From an optimization exercise on the open Yosys and OpenROAD flow, aimed at small area; shortcuts taken in it are not production practice.
Function was checked by simulation only, so behaviour that the tests miss may differ from the original.

==> build 10: inputs <==
## kl10_vma
module kl10_vma (
  input clk,
  input ad_13_h,
  input ad_14_h,
  input ad_15_h,
  input ad_16_a_h,
  input ad_17_a_h,
  input ad_18_a_h,
  input ad_19_h,
  input ad_20_h,
  input ad_21_h,
  input ad_22_a_h,
  input ad_23_a_h,
  input ad_24_a_h,
  input ad_25_h,
  input ad_26_h,
  input ad_27_h,
  input ad_28_a_h,
  input ad_29_a_h,
  input ad_30_a_h,
  input ad_31_h,
  input ad_32_h,
  input ad_33_h,
  input ad_34_a_h,
  input ad_35_a_h,
  input con_cond_sel_vma_h,
  input con_cond_vma_gets_num_h,
  input con_datao_apr_l,
  input con_load_prev_context_l,
  input cram_num_00_a_h,
  input cram_num_01_a_h,
  input cram_num_02_a_h,
  input cram_num_03_a_h,
  input cram_num_04_a_h,
  input csh3_gate_vma_27_33_h,
  input ctl1_load_pc_l,
  input diag_04_b_h,
  input diag_05_b_h,
  input diag_06_b_h,
  input diag_read_func_15x_l,
  input mcl1_load_vma_held_l,
  input mcl2_vma_read_or_write_l,
  input mcl4_vma_gets_ad_h,
  input mcl4_vma_inc_h,
  input mcl4_vmax_sel_1_h,
  input mcl4_vmax_sel_2_h,
  input mcl5_vmax_en_l,
  input mcl6_vma_fetch_h,
  input n_con_cond_vma_gets_num_l,
  input n_con_vma_sel_1_h,
  input n_con_vma_sel_2_h,
  input n_mcl2_vma_extended_h,
  input n_mcl5_adr_err_l,
  input n_mcl6_page_uebr_ref_a_l,
  input n_vma1_ac_ref_a_h,
  input n_vma1_local_ac_address_h,
  input n_vma1_misc_eq_0_h,
  input n_vma1_vma_section_0_1_l,
  input n_vma1_vma_section_0_h,
  input n_vma2_vma_12_l,
  input n_vma2_vma_13_l,
  input n_vma2_vma_14_l,
  input n_vma2_vma_15_l,
  input n_vma2_vma_16_l,
  ...
clock: 4.5 ns
lec_check: 0
cap_margin: 20
core_margin: 2
core_utilization: 40
slew_margin: 20
run.sh (not shown) runs the stock make flow with config.mk's settings and CLKGATE_MAP_FILE= SYNTH_SCRIPT=/design/flow/synth_recipe.tcl, a recipe that flattens the netlist after the stock synthesis.
==> trial 56: changes against build 10 <==
--- a/flow/design.v
+++ b/flow/design.v
@@ -221,23 +221,31 @@
       2'b00: vin_x = vma[12:17];
       2'b01: vin_x = {1'b0, pc[13:17]};
       2'b10: vin_x = {1'b0, psec};
       default: vin_x = {1'b0, ad[13:17]};
     endcase
   end
   wire [12:17] vin_hi = vin_x & {6{vmax_en}};
   wire [12:35] vin = {vin_hi, mcl4_vma_gets_ad_h ? ad[18:35] : vad};
+  wire         vload = ~n_con_vma_sel_2_h & ~n_con_vma_sel_1_h;
+  wire         vup   = n_con_vma_sel_2_h & ~n_con_vma_sel_1_h;
+  wire         vdn   = ~n_con_vma_sel_2_h & n_con_vma_sel_1_h;
+  wire [12:35] vones, vzeros;
+  assign vones[35] = 1'b1;
+  assign vzeros[35] = 1'b1;
+  genvar gi;
+  generate for (gi = 12; gi < 35; gi = gi + 1) begin : g_cnt
+    assign vones[gi] = vones[gi+1] & vma[gi+1];
+    assign vzeros[gi] = vzeros[gi+1] & ~vma[gi+1];
+  end endgenerate
+  wire [12:35] vt = (vones & {24{vup}}) | (vzeros & {24{vdn}});
+  wire [12:35] vnext = vload ? vin : (vma ^ vt);
   always @(posedge clk) begin
-    case ({n_con_vma_sel_2_h, n_con_vma_sel_1_h})
-      2'd0: vma <= vin;
-      2'd1: vma <= vma - 24'd1;
-      2'd2: vma <= vma + 24'd1;
-      default: ;
-    endcase
+    vma <= vnext;
     if (!con_datao_apr_l) brk <= ad;
     if (!ctl1_load_pc_l) begin
       pc <= vma[13:35];
       pc_sec0_l <= vma1_vma_section_0_l;
     end
     if (!mcl1_load_vma_held_l) held <= vma[13:35];
     if (!con_load_prev_context_l) psec <= ad[13:17];
   end
@@ -272,26 +280,28 @@
   assign {vma_held_or_pc_13_h, vma_held_or_pc_14_h, vma_held_or_pc_15_h, vma_held_or_pc_16_h,
           vma_held_or_pc_17_h, vma_held_or_pc_18_h, vma_held_or_pc_19_h, vma_held_or_pc_20_h,
           vma_held_or_pc_21_h, vma_held_or_pc_22_h, vma_held_or_pc_23_h, vma_held_or_pc_24_h,
           vma_held_or_pc_25_h, vma_held_or_pc_26_h, vma_held_or_pc_27_h, vma_held_or_pc_28_h,
           vma_held_or_pc_29_h, vma_held_or_pc_30_h, vma_held_or_pc_31_h, vma_held_or_pc_32_h,
           vma_held_or_pc_33_h, vma_held_or_pc_34_h, vma_held_or_pc_35_h} = hop;
   wire [2:0] s = {diag_04_b_h, diag_05_b_h, diag_06_b_h};
   wire       en = ~diag_read_func_15x_l;
-  function automatic m8(input [7:0] d, input [2:0] i);
-    m8 = d[i];
-  endfunction
-  assign ebus_d13 = en & m8({n_vma1_ac_ref_a_h, held[13], held[14], held[15], n_vma1_misc_eq_0_h, pc[13], pc[14], pc[15]}, s);
-  assign ebus_d15 = en & m8({n_vma3_match_13_35_h, vma[13], vma[14], vma[15], n_vma1_local_ac_address_h, brk[13], brk[14], brk[15]}, s);
-  assign ebus_d17 = en & m8({held[16], held[17], held[18], held[19], pc[16], pc[17], pc[18], pc[19]}, s);
-  assign ebus_d19 = en & m8({vma[16], vma[17], vma[18], vma[19], brk[16], brk[17], brk[18], brk[19]}, s);
-  assign ebus_d21 = en & m8({held[20], held[21], held[22], held[23], pc[20], pc[21], pc[22], pc[23]}, s);
-  assign ebus_d23 = en & m8({vma[20], vma[21], vma[22], vma[23], brk[20], brk[21], brk[22], brk[23]}, s);
-  wire [2:0] si = ~s;
-  assign ebus_d11 = en & m8({n_vma1_vma_section_0_h, n_vma3_pc_section_0_h, n_vma4_pcs_section_0_h, psec[17], psec[16], psec[15], psec[14], psec[13]}, si);
-  assign ebus_d25 = en & m8({pc[27], pc[26], pc[25], pc[24], held[27], held[26], held[25], held[24]}, si);
-  assign ebus_d27 = en & m8({brk[27], brk[26], brk[25], brk[24], vma[27], vma[26], vma[25], vma[24]}, si);
-  assign ebus_d29 = en & m8({pc[31], pc[30], pc[29], pc[27], held[31], held[30], held[29], held[28]}, si);
-  assign ebus_d31 = en & m8({brk[31], brk[30], brk[29], brk[27], vma[31], vma[30], vma[29], vma[28]}, si);
-  assign ebus_d33 = en & m8({pc[35], pc[34], pc[33], pc[32], held[35], held[34], held[33], held[32]}, si);
-  assign ebus_d35 = en & m8({brk[35], brk[34], brk[33], brk[32], vma[35], vma[34], vma[33], vma[32]}, si);
+  wire [7:0] dsel;
+  genvar gk;
+  generate for (gk = 0; gk < 8; gk = gk + 1) begin : g_dec
+    assign dsel[gk] = en & (s == gk);
+  end endgenerate
+  assign ebus_d13 = |({n_vma1_ac_ref_a_h, held[13], held[14], held[15], n_vma1_misc_eq_0_h, pc[13], pc[14], pc[15]} & dsel);
+  assign ebus_d15 = |({n_vma3_match_13_35_h, vma[13], vma[14], vma[15], n_vma1_local_ac_address_h, brk[13], brk[14], brk[15]} & dsel);
+  assign ebus_d17 = |({held[16], held[17], held[18], held[19], pc[16], pc[17], pc[18], pc[19]} & dsel);
+  assign ebus_d19 = |({vma[16], vma[17], vma[18], vma[19], brk[16], brk[17], brk[18], brk[19]} & dsel);
+  assign ebus_d21 = |({held[20], held[21], held[22], held[23], pc[20], pc[21], pc[22], pc[23]} & dsel);
+  assign ebus_d23 = |({vma[20], vma[21], vma[22], vma[23], brk[20], brk[21], brk[22], brk[23]} & dsel);
+  wire [7:0] dseli = {dsel[0], dsel[1], dsel[2], dsel[3], dsel[4], dsel[5], dsel[6], dsel[7]};
+  assign ebus_d11 = |({n_vma1_vma_section_0_h, n_vma3_pc_section_0_h, n_vma4_pcs_section_0_h, psec[17], psec[16], psec[15], psec[14], psec[13]} & dseli);
+  assign ebus_d25 = |({pc[27], pc[26], pc[25], pc[24], held[27], held[26], held[25], held[24]} & dseli);
+  assign ebus_d27 = |({brk[27], brk[26], brk[25], brk[24], vma[27], vma[26], vma[25], vma[24]} & dseli);
+  assign ebus_d29 = |({pc[31], pc[30], pc[29], pc[27], held[31], held[30], held[29], held[28]} & dseli);
+  assign ebus_d31 = |({brk[31], brk[30], brk[29], brk[27], vma[31], vma[30], vma[29], vma[28]} & dseli);
+  assign ebus_d33 = |({pc[35], pc[34], pc[33], pc[32], held[35], held[34], held[33], held[32]} & dseli);
+  assign ebus_d35 = |({brk[35], brk[34], brk[33], brk[32], vma[35], vma[34], vma[33], vma[32]} & dseli);
 endmodule
==> flow/flow/run.sh (new file) <==
#!/bin/bash
# The standard layout, with three changes:
#  - synthesis maps the logic with an area-oriented ABC script (flow/area.abc); the
#    registers, their names and cell types are those of the standard synthesis;
#  - the ports are buffered by the smallest buffer cell;
#  - clock tree synthesis inserts no dummy loads.
set -euo pipefail
HERE=$(pwd)
export MY_ABC_SCRIPT=$HERE/flow/area.abc
bash standard.sh SYNTH_SCRIPT=$HERE/flow/synth.tcl \
  'BUFFER_PORTS_ARGS=-buffer_cell sky130_fd_sc_hd__buf_1' \
  'CTS_ARGS=-sink_clustering_enable -repair_clock_nets -dont_use_dummy_load -buf_list sky130_fd_sc_hd__clkbuf_8' \
  finish > make_flow.log 2>&1
==> flow/flow/area.abc (new file) <==
&get -n
&st
&syn3
&dch -f
&nf -R 1000 -a
&put
topo
==> flow/flow/synth.tcl (new file) <==
# The standard flow's synthesis script, with ABC's mapping script replaced by the one named in MY_ABC_SCRIPT.
proc synth {args} {
  global abc_args
  if { [info exists abc_args] && [info exists ::env(MY_ABC_SCRIPT)] } {
    set i [lsearch -exact $abc_args -script]
    if { $i >= 0 } { lset abc_args [expr {$i + 1}] $::env(MY_ABC_SCRIPT) }
  }
  yosys synth -nofsm -noshare {*}$args
}
source $::env(SCRIPTS_DIR)/synth.tcl
# left out here: clear keep_hierarchy, flatten, clean up, hide names made inside functions, write 1_2_yosys.v
==> flow/standard.sh (new file) <==
#!/bin/bash
# synth_recipe.tcl (not shown) runs the flow's synth.tcl, then flattens the netlist and writes it again
# the make line also repeats each setting of config.mk as NAME=value (left out here)
make -C /OpenROAD-flow-scripts/flow DESIGN_CONFIG=/design/flow/config.mk WORK_HOME=/design/flow/orfs CLKGATE_MAP_FILE= SYNTH_SCRIPT=/design/flow/synth_recipe.tcl "${@:-finish}"
Settings changed: CORE_UTILIZATION 40 to 75.
removed: flow/run.sh
==> results.cfg <==
[status]
status = no timing/DRC/antenna violations

[route]
met3_wirelength_mm = 2.37

[synthesis]
synth_fp_nets = 588
synth_edf_count = 75

[finish]
sh_seq_area_pct = 42.8
final_util_pct = 88.9

[grt]
met1_usage_pct = 51.6

[pwr]
p_clk_w = 0.000448
Source of the figures above: trial 56

==> results.cfg <==
[status]
status = no timing/DRC/antenna violations

[sta]
setup_viol = 0

[route]
wl_per_cell_um = 21.4
met3_wirelength_um = 864

[finish]
sh_seq_area_pct = 32.4
final_util_pct = 53.6
inverters = 20

[grt]
met1_usage_pct = 33.9

[synthesis]
synth_edf_count = 99
Source of the figures above: build 10

==> what the ideal ports hide <==
In the flow no input, the clock included, has a driving cell. The finished layouts below were timed again as built, in two steps. Step 1: set_driving_cell puts a clkbuf_16 on clk and a buf_2 on each other input, an assumption about the parent block. Step 2 moves the port delays by t, midway between the first and last clock arrival at a register: inputs arrive t later, outputs are due t later. That takes back most of the time a late clock gives input paths. Slacks: ideal / step 1 / step 2; pairs: ideal / step 1.
run	t, ns	setup WS [ns]	worst setup path after step 2	worst slew at a driven data input, ns	cell pins on the clock port's net
build 10	0.381	0.695 / 0.662 / 0.364	input to register	0.07	1
trial 56	0.388	0.632 / 0.639 / 0.251	input to register	0.05	1
After both steps setup and hold are still met in every run listed. The setup slack of trial 56, which loses most, moves by +0.007 ns with the drivers and by -0.381 ns with both steps.
